What follows belongs to an exercise in optimizing a design on an open flow for small area; a production flow would make more cautious choices.
Only simulation tests tie the RTL to the original design; equivalence was not proved.
No driver is modelled on the clock port, so clocking that relies on it looks cheaper here than on a real chip.
Power and IR drop assume default switching activity.

## rev 12
==> flow/design.v (excerpt) <==
module DES_Core_Pipelined(
    input wire clk,
    input wire reset,  
    input wire [63:0] plaintext_i,
    input wire [63:0] key_i,
    output wire [63:0] ciphertext_o
    );
Size: about 1100 flip-flops, ~190 I/O pins.
Settings: LEC_CHECK=0, CAP_MARGIN=20, CORE_MARGIN=2, CORE_UTILIZATION=65, GPL_TIMING_DRIVEN=0, SLEW_MARGIN=20, SYNTH_HIERARCHICAL=1; clock period 4.0 ns.
standard.sh (not shown) runs the stock make flow with config.mk's settings and CLKGATE_MAP_FILE= SYNTH_SCRIPT=/design/flow/synth_recipe.tcl, a recipe that flattens the netlist after the stock synthesis.
==> flow/flow/run.sh <==
#!/bin/bash
# The standard layout (standard.sh: the standard flow's synthesis and ORFS steps) with three changes:
#  - ports get the smallest buffer cell (buf_1);
#  - the clock tree is built from clkbuf_8 sink clusters of at most 20 flip-flops, without
#    dummy loads;
#  - after CTS, fix_clk.tcl resizes leaf clock buffers: one whose flip-flop clock pins would see
#    a slew over 112 ps (placement parasitics) is upsized, a lightly loaded one is downsized
#    when its slew stays under 100 ps.
# Each tool's output goes to its own log here: make_cts.log, fix_clk.log, make_finish.log
# (the ORFS step logs are under orfs/logs).
set -euo pipefail
CTS="-sink_clustering_enable -repair_clock_nets -dont_use_dummy_load"
CTS="$CTS -buf_list {sky130_fd_sc_hd__clkbuf_8}"
CTS="$CTS -sink_clustering_size 20 -sink_clustering_max_diameter 45"
ARGS=("BUFFER_PORTS_ARGS=-buffer_cell sky130_fd_sc_hd__buf_1" "CTS_ARGS=$CTS")
bash standard.sh "${ARGS[@]}" cts > make_cts.log 2>&1
R=orfs/results/$FLOW_PLATFORM/DES_Core_Pipelined/base
PLATFORM_DIR=$FLOW_HOME/platforms/$FLOW_PLATFORM CTS_ODB=$R/4_1_cts.odb CTS_SDC=$R/4_cts.sdc \
  FIX_HI=0.112 FIX_LO=0.07 FIX_DOWN_MAX=0.10 FIX_PAD=0 FIX_DPL_ARGS= \
  openroad -no_init -exit flow/fix_clk.tcl > fix_clk.log 2>&1
cp $R/4_1_cts.odb $R/4_cts.odb
touch $R/4_cts.sdc
bash standard.sh "${ARGS[@]}" finish > make_finish.log 2>&1
Other scripts of this flow, unchanged in this note and not shown: flow/flow/fix_clk.tcl
Rev 12 did not stop at any stage, and its layout met the timing, DRC and antenna checks.
Input-level comparison between rev 13 and rev 12:
# rev 12
export LEC_CHECK = 0
export CAP_MARGIN = 20
export CORE_MARGIN = 2
export CORE_UTILIZATION = 65
export GPL_TIMING_DRIVEN = 0
export SLEW_MARGIN = 20
export SYNTH_HIERARCHICAL = 1
create_clock -name core_clock -period 4.0 [get_ports {clk}]
# rev 13
export LEC_CHECK = 0
export CAP_MARGIN = 20
export CORE_MARGIN = 2
export CORE_UTILIZATION = 55
export GPL_TIMING_DRIVEN = 0
export PLACE_DENSITY = 0.7
export SLEW_MARGIN = 20
export SYNTH_HIERARCHICAL = 1
create_clock -name core_clock -period 4.0 [get_ports {clk}]
[summary]
Every run in the comparison, rev 12 and rev 13, completed the flow with a clean layout.
Final core area utilization ended up 11 points lower on rev 13 than on rev 12.
Going from rev 12 to rev 13, wire length of the first global-routing pass fell by 12%, die height rose by about 9%, post-placement worst setup slack rose by 4.1 ps, area growth from synthesis to final layout rose by 0.70 points.
Changes observed in rev 13 relative to rev 12: share of the clock period used by the worst path after layout saw an increase; fraction of layout instances using a drive strength above 1 saw an increase; clock buffer count saw an increase.
Rev 13 supports a lower top clock frequency than rev 12.


DES_Core_Pipelined again, from the RTL that the note above started with.
Settings: LEC_CHECK=0, CAP_MARGIN=20, CORE_MARGIN=2, CORE_UTILIZATION=75, GPL_TIMING_DRIVEN=0, SLEW_MARGIN=20, SYNTH_HIERARCHICAL=1; clock period 4.0 ns.
==> flow/flow/run.sh <==
#!/bin/bash
# The standard layout (standard.sh: the standard flow's synthesis and ORFS steps), with two changes:
# ports get the smallest buffer cell, and the clock tree is built from clkbuf_8 sink
# clusters of at most 21 flip-flops, without dummy loads. All make output goes to
# standard_make.log; the ORFS step logs are under orfs/logs.
set -euo pipefail
CTS="-sink_clustering_enable -repair_clock_nets -dont_use_dummy_load"
CTS="$CTS -buf_list {sky130_fd_sc_hd__clkbuf_8}"
CTS="$CTS -sink_clustering_size 21 -sink_clustering_max_diameter 55"
bash standard.sh "BUFFER_PORTS_ARGS=-buffer_cell sky130_fd_sc_hd__buf_1" "CTS_ARGS=$CTS" finish > standard_make.log 2>&1
Change:
--- a/flow/flow/run.sh
+++ b/flow/flow/run.sh
@@ -3,3 +3,3 @@
 # ports get the smallest buffer cell, and the clock tree is built from clkbuf_8 sink
-# clusters of at most 21 flip-flops, without dummy loads. All make output goes to
+# clusters of at most 20 flip-flops, without dummy loads. All make output goes to
 # standard_make.log; the ORFS step logs are under orfs/logs.
Outcome: Worst setup slack does not change; first-iteration DRC count is unchanged; synthesized area is unchanged; core utilization stays the same; worst hold slack is unchanged; final area is unchanged; maximum frequency is unchanged; die area is unchanged; critical path depth is unchanged.


DES_Core_Pipelined, a different RTL version from the one above (not shown whole).
Size in the first run: ~1400 cells after synthesis, about 1100 flip-flops, about 24000 µm² of cells after synthesis.
Settings: LEC_CHECK=0, CAP_MARGIN=20, CORE_MARGIN=2, CORE_UTILIZATION=75, GPL_TIMING_DRIVEN=0, SLEW_MARGIN=20, SYNTH_HIERARCHICAL=1; clock period 4.0 ns.
==> flow/flow/run.sh <==
#!/bin/bash
# The standard layout (standard.sh: the standard flow's synthesis and ORFS steps), with two changes:
# ports get the smallest buffer cell, and the clock tree is built from clkbuf_8 sink
# clusters of at most 20 flip-flops, without dummy loads. All make output goes to
# standard_make.log; the ORFS step logs are under orfs/logs.
set -euo pipefail
CTS="-sink_clustering_enable -repair_clock_nets -dont_use_dummy_load"
CTS="$CTS -buf_list {sky130_fd_sc_hd__clkbuf_8}"
CTS="$CTS -sink_clustering_size 20 -sink_clustering_max_diameter 45"
bash standard.sh "BUFFER_PORTS_ARGS=-buffer_cell sky130_fd_sc_hd__buf_1" "CTS_ARGS=$CTS" finish > standard_make.log 2>&1
==> next run, changes <==
--- a/flow/flow/run.sh
+++ b/flow/flow/run.sh
@@ -6,5 +6,5 @@
 set -euo pipefail
 CTS="-sink_clustering_enable -repair_clock_nets -dont_use_dummy_load"
-CTS="$CTS -buf_list {sky130_fd_sc_hd__clkbuf_8}"
-CTS="$CTS -sink_clustering_size 20 -sink_clustering_max_diameter 45"
+CTS="$CTS -buf_list {sky130_fd_sc_hd__clkbuf_16}"
+CTS="$CTS -sink_clustering_size 32 -sink_clustering_max_diameter 50"
 bash standard.sh "BUFFER_PORTS_ARGS=-buffer_cell sky130_fd_sc_hd__buf_1" "CTS_ARGS=$CTS" finish > standard_make.log 2>&1
After rerunning:
- The new run completed without violations
- synthesized area does not change
- cell count drops by 0.68%
- power is higher by 4.6%
- first-iteration DRC count rises by 20%
- worst setup slack loses 0.020 ns
- sequential share of layout area fell by 0.94 points
- wire length grows by 11%
- synthesized cell count is unchanged
- die area stays the same

-- afterwards: timing with drivers on the ports --
No port has a modelled driver above. Below, the same layouts with a new extraction and two added sets of constraints. Step 1: set_driving_cell puts a clkbuf_16 on clk and a buf_2 on each other input, an assumption about the parent block. Step 2, shift: input delay + t, output delay - t, t = (earliest + latest rising clock arrival at the registers) / 2. This alone moves slack from input paths to output paths. Three values: ideal ports, drivers, drivers and shift; two values: the first two.
| run | t, ns | setup slack, ns | worst setup path at the end | worst slew at a driven data input, ns | cell pins on the clock port's net |
|---|---|---|---|---|---|
| rev 12 | 0.631 | 0.436 / 0.458 / -0.173 | input to register | 0.07 | 1 |
| rev 13 | 0.638 | 0.391 / 0.410 / -0.228 | input to register | 0.06 | 1 |
| the first run of note 2 | 0.642 | 0.273 / 0.296 / -0.346 | input to register | 0.13 | 1 |
| the second run of note 2 | 0.642 | 0.273 / 0.296 / -0.346 | input to register | 0.13 | 1 |
| the first run of note 3 | 0.655 | 0.189 / 0.190 / -0.466 | input to register | 0.09 | 1 |
| the second run of note 3 | 0.591 | 0.169 / 0.183 / -0.408 | input to register | 0.10 | 1 |
Met with ideal ports but missed after step 2: setup timing in every run listed. The setup slack of the first run of note 3, which loses most, moves by +0.001 ns with the drivers and by -0.655 ns with both steps.
